Source: an optimization exercise on an open RTL-to-GDS flow (aim: small area and a short achievable clock period). Production flows keep margins and buffers that such runs may drop.
The RTL was checked by simulation tests, not by an equivalence proof against the original design.

File: design/flow/flow/run.sh
#!/bin/bash
set -euo pipefail
export SETUP_SLACK_MARGIN=7.5
bash standard.sh finish > orfs_make.log 2>&1
File: design/flow/constraint.sdc
create_clock -name core_clock -period 11.0 [get_ports {clk}]
set_input_delay 2.2000 -clock core_clock [delete_from_list [all_inputs] [get_ports {clk}]]
set_output_delay 2.2000 -clock core_clock [all_outputs]
set_load 0.01 [all_outputs]
File: design/flow/config.mk
export PLATFORM = sky130hd
export DESIGN_NAME = sparq_dot8
export DESIGN_NICKNAME = sparq_dot8
export VERILOG_FILES = /design/flow/design.v
export SDC_FILE = /design/flow/constraint.sdc
export NUM_CORES = 4
export LEC_CHECK = 0
export ABC_AREA = 1
export CAP_MARGIN = 20
export CORE_MARGIN = 2
export CORE_UTILIZATION = 55
export PLACE_DENSITY = 0.65
export SLEW_MARGIN = 20
File: design/flow/design.v
`timescale 1 ns / 1 ns
package SPARQ_PKG;
localparam ARRAY_DIMENSION = 8;
localparam EXP_SIZE = 5;
localparam MANT_SIZE = 10;
localparam BIAS = 15;
localparam FLOAT_SIZE = 1 + EXP_SIZE + MANT_SIZE;
localparam INT_SIZE = 4;
endpackage: SPARQ_PKG
`timescale 1 ns / 1 ns
module FifoBuffer #(
  parameter integer DATA_SIZE = 16,
  parameter integer CYCLES    = 2
) (
  input  logic                 clk,
  input  logic [DATA_SIZE-1:0] in,
  output logic [DATA_SIZE-1:0] out
);
  logic [DATA_SIZE-1:0] data [0:CYCLES-1];
  always @ (posedge clk) begin
    data[0] <= in;
    for (int i = 1; i < CYCLES; i++) data[i] <= data[i-1];
  end
  assign out = data[CYCLES-1];
endmodule
module fmul_prod (
  input  logic [15:0] in_A,
  input  logic [3:0]  in_B,
  output logic [13:0] prod,
  output logic        sign
);
  logic [10:0] f;
  logic [3:0]  m;
  logic [13:0] op1, op2;
  logic        cin, cout;
  always_comb begin
    f    = {in_A[14:10] != 5'd0, in_A[9:0]};
    m    = in_B[3] ? (~in_B + 4'd1) : in_B;
    cin  = 1'b0;
    case (m)
      4'd1: begin op1 = {3'd0, f};       op2 = 14'd0; end
      4'd2: begin op1 = {2'd0, f, 1'b0}; op2 = 14'd0; end
      4'd3: begin op1 = {2'd0, f, 1'b0}; op2 = {3'd0, f}; end
      4'd4: begin op1 = {1'd0, f, 2'b0}; op2 = 14'd0; end
      4'd5: begin op1 = {1'd0, f, 2'b0}; op2 = {3'd0, f}; end
      4'd6: begin op1 = {1'd0, f, 2'b0}; op2 = {2'd0, f, 1'b0}; end
      4'd7: begin op1 = {f, 3'b0};       op2 = ~{3'd0, f}; cin = 1'b1; end
      4'd8: begin op1 = {f, 3'b0};       op2 = 14'd0; end
      default: begin op1 = 14'd0; op2 = 14'd0; end
    endcase
    sign = in_A[15] ^ in_B[3];
  end
  pfx_add #(14) add (.a(op1), .b(op2), .cin(cin), .s(prod), .cout(cout));
endmodule
module fmul_norm (
  input  logic [15:0] in_A,    
  input  logic [13:0] prod,
  input  logic        sign,
  output logic [15:0] out
);
  logic [4:0] e, exp_o;
  logic [9:0] mant;
  always_comb begin
    e = {in_A[14:11], in_A[10] | (in_A[14:10] == 5'd0)};
    if (prod[13]) begin
      mant = prod[12:3]; exp_o = e + 5'd3;
    end else if (prod[12]) begin
      mant = prod[11:2]; exp_o = e + 5'd2;
    end else if (prod[11]) begin
      mant = prod[10:1]; exp_o = e + 5'd1;
    end else begin
      mant = prod[9:0];  exp_o = prod[10] ? e : 5'd0;
    end
    out = {sign, exp_o, mant};
  end
endmodule
module float_multiplier (
  input  logic [15:0] in_A,
  input  logic [3:0]  in_B,
  output logic [15:0] out
);
  logic [13:0] prod;
  logic        sign;
  fmul_prod mp (.in_A(in_A), .in_B(in_B), .prod(prod), .sign(sign));
  fmul_norm mn (.in_A(in_A), .prod(prod), .sign(sign), .out(out));
endmodule
module pfx_add #(
  parameter int W = 12
) (
  input  logic [W-1:0] a,
  input  logic [W-1:0] b,
  input  logic         cin,
  output logic [W-1:0] s,
  output logic         cout
);
  localparam int L = $clog2(W + 1);
  logic [W:0] g [0:L];
  logic [W:0] p [0:L];
  always_comb begin
    g[0][0] = cin;
    p[0][0] = 1'b0;
    for (int i = 0; i < W; i++) begin
      g[0][i+1] = a[i] & b[i];
      p[0][i+1] = a[i] ^ b[i];
    end
    for (int l = 0; l < L; l++) begin
      for (int i = 0; i <= W; i++) begin
        if ((i >> l) & 1) begin
          g[l+1][i] = g[l][i] | (p[l][i] & g[l][((i >> l) << l) - 1]);
          p[l+1][i] = p[l][i] & p[l][((i >> l) << l) - 1];
        end
        else begin
          g[l+1][i] = g[l][i];
          p[l+1][i] = p[l][i];
        end
      end
    end
    for (int i = 0; i < W; i++) s[i] = p[0][i+1] ^ g[L][i];
    cout = g[L][W];
  end
endmodule
module fadd_pre (
  input  logic [15:0] in_A,
  input  logic [15:0] in_B,
  output logic [3:0]  amtA,    
  output logic        zA,      
  output logic [3:0]  amtB,
  output logic        zB,
  output logic        geE      
);
  logic [4:0] eA, eB;
  logic [4:0] dAB, dBA;
  logic       cAB, cBA;
  always_comb begin
    eA = {in_A[14:11], in_A[10] | (in_A[14:10] == 5'd0)};
    eB = {in_B[14:11], in_B[10] | (in_B[14:10] == 5'd0)};
  end
  pfx_add #(5) subAB (.a(eA), .b(~eB), .cin(1'b1), .s(dAB), .cout(cAB));
  pfx_add #(5) subBA (.a(eB), .b(~eA), .cin(1'b1), .s(dBA), .cout(cBA));
  always_comb begin
    geE  = cAB;
    amtA = cAB ? 4'd0 : dBA[3:0];
    zA   = !cAB && dBA[4];
    amtB = cBA ? 4'd0 : dAB[3:0];
    zB   = !cBA && dAB[4];
  end
endmodule
module fadd_align (
  input  logic [15:0] in_A,
  input  logic [15:0] in_B,
  output logic [10:0] xA,      
  output logic [10:0] xB,
  output logic        invA,    
  output logic        invB,
  output logic        cin,
  output logic [4:0]  eL,      
  output logic        sL       
);
  logic [10:0] fA, fB;
  logic        a_ge, sub, cmp_c;
  logic [14:0] cmp_s;
  logic [3:0]  amtA, amtB;
  logic        zA, zB, geE;
  fadd_pre pre (.in_A(in_A), .in_B(in_B), .amtA(amtA), .zA(zA), .amtB(amtB), .zB(zB), .geE(geE));
  pfx_add #(15) cmp (.a(in_A[14:0]), .b(~in_B[14:0]), .cin(1'b1), .s(cmp_s), .cout(cmp_c));
  always_comb begin
    fA = {in_A[14:10] != 5'd0, in_A[9:0]};
    fB = {in_B[14:10] != 5'd0, in_B[9:0]};
    xA = zA ? 11'd0 : fA >> amtA;
    xB = zB ? 11'd0 : fB >> amtB;
    a_ge = cmp_c;
    sub  = in_A[15] ^ in_B[15];
    invA = sub & ~a_ge;
    invB = sub &  a_ge;
    cin  = sub;
    eL   = geE ? {in_A[14:11], in_A[10] | (in_A[14:10] == 5'd0)}
               : {in_B[14:11], in_B[10] | (in_B[14:10] == 5'd0)};
    sL   = a_ge ? in_A[15] : in_B[15];
  end
endmodule
module fadd_add (
  input  logic [10:0] xA,
  input  logic [10:0] xB,
  input  logic        invA,
  input  logic        invB,
  input  logic        cin,
  output logic [11:0] sum      
);
  logic [11:0] op1, op2;
  logic        cout;
  always_comb begin
    op1 = invA ? ~{1'b0, xA} : {1'b0, xA};
    op2 = invB ? ~{1'b0, xB} : {1'b0, xB};
  end
  pfx_add #(12) add (.a(op1), .b(op2), .cin(cin), .s(sum), .cout(cout));
endmodule
module fadd_lzc (
  input  logic [11:0] sum,
  input  logic [4:0]  eL,      
  output logic [3:0]  t
);
  logic [11:0] sent, v;
  logic        z2, z1, z0;
  logic [1:0]  l2, l1, l0;
  function automatic logic [1:0] lz4(input logic [3:0] n);
    lz4 = n[3] ? 2'd0 : n[2] ? 2'd1 : n[1] ? 2'd2 : 2'd3;
  endfunction
  always_comb begin
    sent = 12'd0;
    for (int i = 0; i < 12; i++) if (eL == 5'(11 - i)) sent[i] = 1'b1;
    v  = sum | sent;
    z2 = v[11:8] == 4'd0;
    z1 = v[7:4] == 4'd0;
    z0 = v[3:0] == 4'd0;
    l2 = lz4(v[11:8]);
    l1 = lz4(v[7:4]);
    l0 = lz4(v[3:0]);
    t[3]   = z2 && z1;
    t[2]   = z2 && (!z1 || z0);
    t[1:0] = !z2 ? l2 : !z1 ? l1 : !z0 ? l0 : 2'd0;
  end
endmodule
module fadd_shift (
  input  logic [11:0] sum,
  input  logic [4:0]  eL,
  input  logic        sL,
  input  logic [3:0]  t,
  output logic [15:0] out
);
  logic [11:0] x8, x4, x2, x1;
  logic [4:0]  exp_o;
  always_comb begin
    x8 = t[3] ? {sum[3:0], 8'd0} : sum;
    x4 = t[2] ? {x8[7:0], 4'd0} : x8;
    x2 = t[1] ? {x4[9:0], 2'd0} : x4;
    x1 = t[0] ? {x2[10:0], 1'b0} : x2;
    exp_o = x1[11] ? eL + 5'd1 - {1'b0, t} : 5'd0;
    out = {sL, exp_o, x1[10:1]};
  end
endmodule
module float_adder (
  input  logic [15:0] in_A,
  input  logic [15:0] in_B,
  output logic [15:0] out
);
  logic [10:0] xA, xB;
  logic        invA, invB, cin, sL;
  logic [4:0]  eL;
  logic [11:0] sum;
  logic [3:0]  t;
  fadd_align al (.in_A(in_A), .in_B(in_B), .xA(xA), .xB(xB), .invA(invA), .invB(invB), .cin(cin), .eL(eL), .sL(sL));
  fadd_add   ad (.xA(xA), .xB(xB), .invA(invA), .invB(invB), .cin(cin), .sum(sum));
  fadd_lzc   lz (.sum(sum), .eL(eL), .t(t));
  fadd_shift sh (.sum(sum), .eL(eL), .sL(sL), .t(t), .out(out));
endmodule
`timescale 1 ns / 1 ns
module sparq_dot8 (
  input  logic         clk,
  input  logic         rstn,
  input  logic         w_load,
  input  logic [127:0] w_data,
  input  logic         in_valid,
  input  logic [31:0]  in_act,
  input  logic [15:0]  in_acc,
  output logic         out_valid,
  output logic [15:0]  out_data
);
  localparam int N   = 8;
  localparam int LAT = 3*N + 3;    
  logic [15:0] weight [0:N-1];
  always @ (posedge clk) begin
    if (w_load) begin
      for (int i = 0; i < N; i++) weight[i] <= w_data[16*i +: 16];
    end
  end
  logic [LAT-1:0] vld;
  always @ (posedge clk) begin
    if (!rstn) vld <= '0;
    else       vld <= {vld[LAT-2:0], in_valid};
  end
  assign out_valid = vld[LAT-1];
  logic [15:0] acc_r;
  logic [3:0]  act0_r;
  always @ (posedge clk) begin
    acc_r  <= in_acc;
    act0_r <= in_act[3:0];
  end
  logic [3:0] act [1:N-1];
  genvar k;
  generate
    for (k = 1; k < N; k++) begin : skew
      FifoBuffer #(.DATA_SIZE(4), .CYCLES(3*k+1)) dl (.clk(clk), .in(in_act[4*k +: 4]), .out(act[k]));
    end
  endgenerate
  logic [11:0] sum_r  [0:N];
  logic [4:0]  eL_r   [0:N];
  logic        sL_r   [0:N];
  logic [3:0]  t_r    [0:N];
  logic [13:0] prod_r [0:N-1];
  logic        psg_r  [0:N-1];
  logic [13:0] prod0;
  logic        psg0;
  logic [11:0] sum0;
  logic [4:0]  eL0;
  logic [3:0]  t0;
  fmul_prod mul0 (.in_A(weight[0]), .in_B(act0_r), .prod(prod0), .sign(psg0));
  always_comb begin
    sum0 = {1'b0, acc_r[14:10] != 5'd0, acc_r[9:0]};
    eL0  = {acc_r[14:11], acc_r[10] | (acc_r[14:10] == 5'd0)};
  end
  fadd_lzc lz0 (.sum(sum0), .eL(eL0), .t(t0));
  always @ (posedge clk) begin
    sum_r[0]  <= sum0;
    eL_r[0]   <= eL0;
    sL_r[0]   <= acc_r[15];
    t_r[0]    <= t0;
    prod_r[0] <= prod0;
    psg_r[0]  <= psg0;
  end
  generate
    for (k = 0; k < N; k++) begin : pe
      logic [15:0] s, p;
      fadd_shift nrm (.sum(sum_r[k]), .eL(eL_r[k]), .sL(sL_r[k]), .t(t_r[k]), .out(s));
      fmul_norm  mn  (.in_A(weight[k]), .prod(prod_r[k]), .sign(psg_r[k]), .out(p));
      logic [15:0] s_r, p_r;
      always @ (posedge clk) begin
        s_r <= s;
        p_r <= p;
      end
      logic [10:0] xA, xB;
      logic        invA, invB, cin, sL;
      logic [4:0]  eL;
      fadd_align al (.in_A(p_r), .in_B(s_r), .xA(xA), .xB(xB), .invA(invA), .invB(invB),
                     .cin(cin), .eL(eL), .sL(sL));
      logic [10:0] xA_r, xB_r;
      logic        invA_r, invB_r, cin_r, sL_r2;
      logic [4:0]  eL_r2;
      always @ (posedge clk) begin
        xA_r   <= xA;
        xB_r   <= xB;
        invA_r <= invA;
        invB_r <= invB;
        cin_r  <= cin;
        eL_r2  <= eL;
        sL_r2  <= sL;
      end
      logic [11:0] nsum;
      logic [3:0]  nt;
      fadd_add ad (.xA(xA_r), .xB(xB_r), .invA(invA_r), .invB(invB_r), .cin(cin_r), .sum(nsum));
      fadd_lzc lz (.sum(nsum), .eL(eL_r2), .t(nt));
      always @ (posedge clk) begin
        sum_r[k+1] <= nsum;
        eL_r[k+1]  <= eL_r2;
        sL_r[k+1]  <= sL_r2;
        t_r[k+1]   <= nt;
      end
      if (k < N-1) begin : next
        logic [13:0] prod;
        logic        psg;
        fmul_prod mp (.in_A(weight[k+1]), .in_B(act[k+1]), .prod(prod), .sign(psg));
        always @ (posedge clk) begin
          prod_r[k+1] <= prod;
          psg_r[k+1]  <= psg;
        end
      end
    end
  endgenerate
  logic [15:0] res;
  fadd_shift nrm_out (.sum(sum_r[N]), .eL(eL_r[N]), .sL(sL_r[N]), .t(t_r[N]), .out(res));
  always @ (posedge clk) out_data <= res;
endmodule
File: design/flow/standard.sh
#!/bin/bash
# synth_recipe.tcl (not shown) runs the flow's synth.tcl, then flattens the netlist and writes it again
# the make line also repeats each setting of config.mk as NAME=value (left out here)
make -C /OpenROAD-flow-scripts/flow DESIGN_CONFIG=/design/flow/config.mk WORK_HOME=/design/flow/orfs CLKGATE_MAP_FILE= SYNTH_SCRIPT=/design/flow/synth_recipe.tcl "${@:-finish}"
==> flow_metrics.env <==
export IMPL_regArea_um2=28800
export IMPL_fin_skew_ns=0.0234
export IMPL_synth_area_top_cells="dfxtp_1 36%, nand2_1 9.6%, ha_1 8.1%"
export IMPL_finalCritPeriodShare_pct=30.8
export IMPL_rsz0062_at_grt="yes"
export IMPL_cts_buffers=147
export IMPL_r2r_end="prod_r[1][8]"
export IMPL_htree_levels=4
export IMPL_cts_buffer_depth=3
export IMPL_viasPerCell=5.20
export IMPL_start_kind="flop"
export IMPL_dp_cells=10200
export IMPL_holdCritStartpoint="skew[5].dl.data[10][3]"
export IMPL_slowest_delay_ns=0.30
export IMPL_initial_core_util_pct=55.2
export IMPL_multi_input_area_um2=34900
export IMPL_synth_cell_types=64
export IMPL_fin_setup_tns_ns=0
export IMPL_cp_max_fo=1
export IMPL_insertion_delay_ns=0.76
export IMPL_drive_gt1_share_pct=7.35
export IMPL_synth_common_cells="1776 x nand2_1, 1248 x dfxtp_1, 1214 x inv_1"
export IMPL_required_ns=8.80
export IMPL_synth_edf_count=128
export IMPL_hold_end="skew[5].dl.data[11][3]"
export IMPL_die_w_um=358
export IMPL_port_buffers=196
export IMPL_synthFlopType="dfxtp_1"
export IMPL_finalSetupViolations=0
export IMPL_max_freq_mhz=295
export IMPL_clock_sinks=1376
export IMPL_grt_usage_pct=23.4
export IMPL_postRouteAntennaNets=0
export IMPL_fin_crit_ns=3.39
export IMPL_ys_ff_latch=1376
export IMPL_core_rowCount=130
export IMPL_routedWlPerCell_um=14.5
export IMPL_drt_pass1_iter_count=8
export IMPL_critPathKind="reg2out"
export IMPL_num_vias=54800
export IMPL_hold_path_depth=0
export IMPL_die_area_um2=128000
export IMPL_avgSynthCellArea_um2=8.05
export IMPL_synth_most_common_cell="nand2_1"
export IMPL_antenna_found_initial=3
export IMPL_synth_cells=8580
export IMPL_finalHoldViolCount=0
export IMPL_maxSlewViolCount=0
export IMPL_seq_area_frac_synth_pct=41.7
export IMPL_layout_nets=9506
export IMPL_dp_hpwl_um=118000
export IMPL_grt_max_degree=74
export IMPL_synth_top_area_share_pct=36.2
export IMPL_end_kind="output pin"
export IMPL_yosysWarnings=49
export IMPL_critPathBufInv=1
export IMPL_hold_slack_ns=0.316
export IMPL_outcome="complete, no violations"
export IMPL_fin_cells=10500
export IMPL_crit_arrival_ns=1.19
export IMPL_relSlewSlack_pct=37.6
export IMPL_clockRootBuffer="clkbuf_16"
export IMPL_gr_total_overflow=0
export IMPL_crit_family="flip-flops"
export IMPL_core_um2=125000
export IMPL_path_cells="buf_2"
export IMPL_die_y_um=358
export IMPL_tightest_slew_ns=0.935
export IMPL_crit_slowest_cell="dfxtp_1"
export IMPL_cts_tree="yes"
export IMPL_setup_ws_ns=7.61
export IMPL_grt_first_pass_wirelength_um=249000
export IMPL_hold_class="reg2reg"
export IMPL_drtIter0Drc=3905
export IMPL_max_cap_violations=0
export IMPL_drt_total_wl_um=153000
export IMPL_fillers=11100
export IMPL_ff2ff_path_depth=17
export IMPL_synth_area_um2=69100
export IMPL_area_growth_pct=12.8
export IMPL_gp_congestion=0.919
export IMPL_cts_clk_slew_worst_paths_ns=0.06
export IMPL_async_flop_share_pct=0
export IMPL_drc_errors=0
export IMPL_io_pins=197
export IMPL_regToRegSetupSlack_ns=7.64
export IMPL_yosysTopAreaCell="dfxtp_1"
export IMPL_reg2reg_from="skew[1].dl.data[3][0]"
export IMPL_place_ws_ns=6.88
export IMPL_grt_pass1_vias=51100
-- cells by family after synthesis --
group | count (synthesis) | synth area share, %
DFF | 1376 | 41.7
buffers and inverters | 1474 | 8.44
adders and majority gates | 552 | 11.1
AOI/OAI and AO/OA | 1438 | 12.5
muxes | 50 | 0.726
other | 2 | 0.0109
xor gates and xnor gates | 349 | 4.42
and+or+nand+nor | 3339 | 21.1
-- metrics by stage --
step | utilization, % | cell area (µm²)
2_1_floorplan | - | 69100
3_3_place_gp | 57.7 | 72100
3_5_place_dp | 57.7 | 72100
4_1_cts | 61.7 | 77200
5_1_grt | 62.3 | 77900
6_report | 62.3 | 77900
-- cell usage in the layout (no fill, tap or decap), types with 17 or more instances in the layout --
cell type,n
clkbuf_8,24
nand2_2,53
nand3_1,711
dfxtp_1,1235
a21o_1,19
nor2_1,483
nand2_4,33
mux2i_1,49
xnor2_1,77
xor2_1,272
nor3_1,55
o221ai_1,96
a21oi_2,33
a31oi_1,72
clkbuf_16,153
clkinv_1,22
o21ai_1,62
ha_1,447
inv_1,1200
a22oi_1,64
o211ai_1,41
buf_2,17
or2_2,27
inv_2,51
o22ai_1,88
fa_1,105
o21ai_0,476
nand2_1,1742
nand4_1,116
clkinv_2,24
buf_4,40
nor2_4,23
a21oi_1,363
clkbuf_1,26
o21bai_1,27
edfxtp_1,128
clkdlybuf4s50_1,178
nor2_2,38
-- flip-flops by register name (all words and copies together) (netlist names), 16 cells and up --
| signal | count |
|---|---|
| acc_r | 16 |
| pe.s_r | 128 |
| skew.dl.data | 364 |
| eL_r | 45 |
| vld | 27 |
| pe.xB_r | 88 |
| prod_r | 112 |
| weight | 128 |
| t_r | 36 |
| pe.p_r | 128 |
| pe.eL_r2 | 40 |
| pe.xA_r | 88 |
| sum_r | 107 |
| out_data | 16 |
-- how the worst max path moves through the flow --
stage                                 from            end  slack (ns)  depth (start not counted)
floorplan            skew[3].dl.data[9][0]   prod_r[3][7]        7.77                         20
global placement                    w_load  weight[4][13]        6.93                          2
detailed placement                  w_load  weight[4][13]        6.88                          2
CTS                 skew[7].dl.data[21][0]   prod_r[7][7]        7.41                         19
global route         skew[1].dl.data[3][0]   prod_r[1][7]        7.37                         17
finish                             vld[26]      out_valid        7.61                          1
-- layer usage --
layer  part of all wire [%]  track usage (%)  up-vias
li1                       -                -    28600
met1                     46             31.0    24800
met2                     46             39.1     1150
met3                    4.3             3.44      273
met4                    2.9             7.83        2
met5                 0.0085                0        -
-- what timing repair did --
action / CTS / global route
pin swaps: 0 / 19
gates cloned: 0 / 0
endpoints found under the hold margin: 0 / 0
buffers inserted: 0 / 38
resized for setup: 91 / 136
endpoints found under the setup margin: 53 / 76
hold buffers: 0 / 0
-- cell type report --
type                    instances  area share, %
repair buffers                238           2.85
clock buffers                 203           5.46
diodes                          3        0.00963
flip-flops and latches       1376           37.0
well taps                    1650           2.65
multi-input cells            5732           44.8
inverters                    1279           6.19
clock inverters                68           1.05

## port drivers added, routing unchanged
The flow's constraints put no driver on any port. The routed layout listed below was extracted and timed again, unchanged, in two steps.
Step 1 assumes that a clkbuf_16 drives the clock port and a buf_2 every other input.
Step 2, shift: input delay + t, output delay - t, t = (earliest + latest rising clock arrival at the registers) / 2. This alone moves slack from input paths to output paths.
Three values: no drivers, after step 1, after step 2; two values: the first two.
t (ns): 0.831
setup slack, ns: 7.615 / 7.536 / 6.860
hold WS [ns]: 0.316 / 0.316 / 0.316
worst setup path after step 2: input to register
worst slew at a driven data input, ns: 0.11
After both steps setup and hold are still met in this run. The setup slack of this run moves by -0.079 ns with the drivers and by -0.755 ns with both steps.
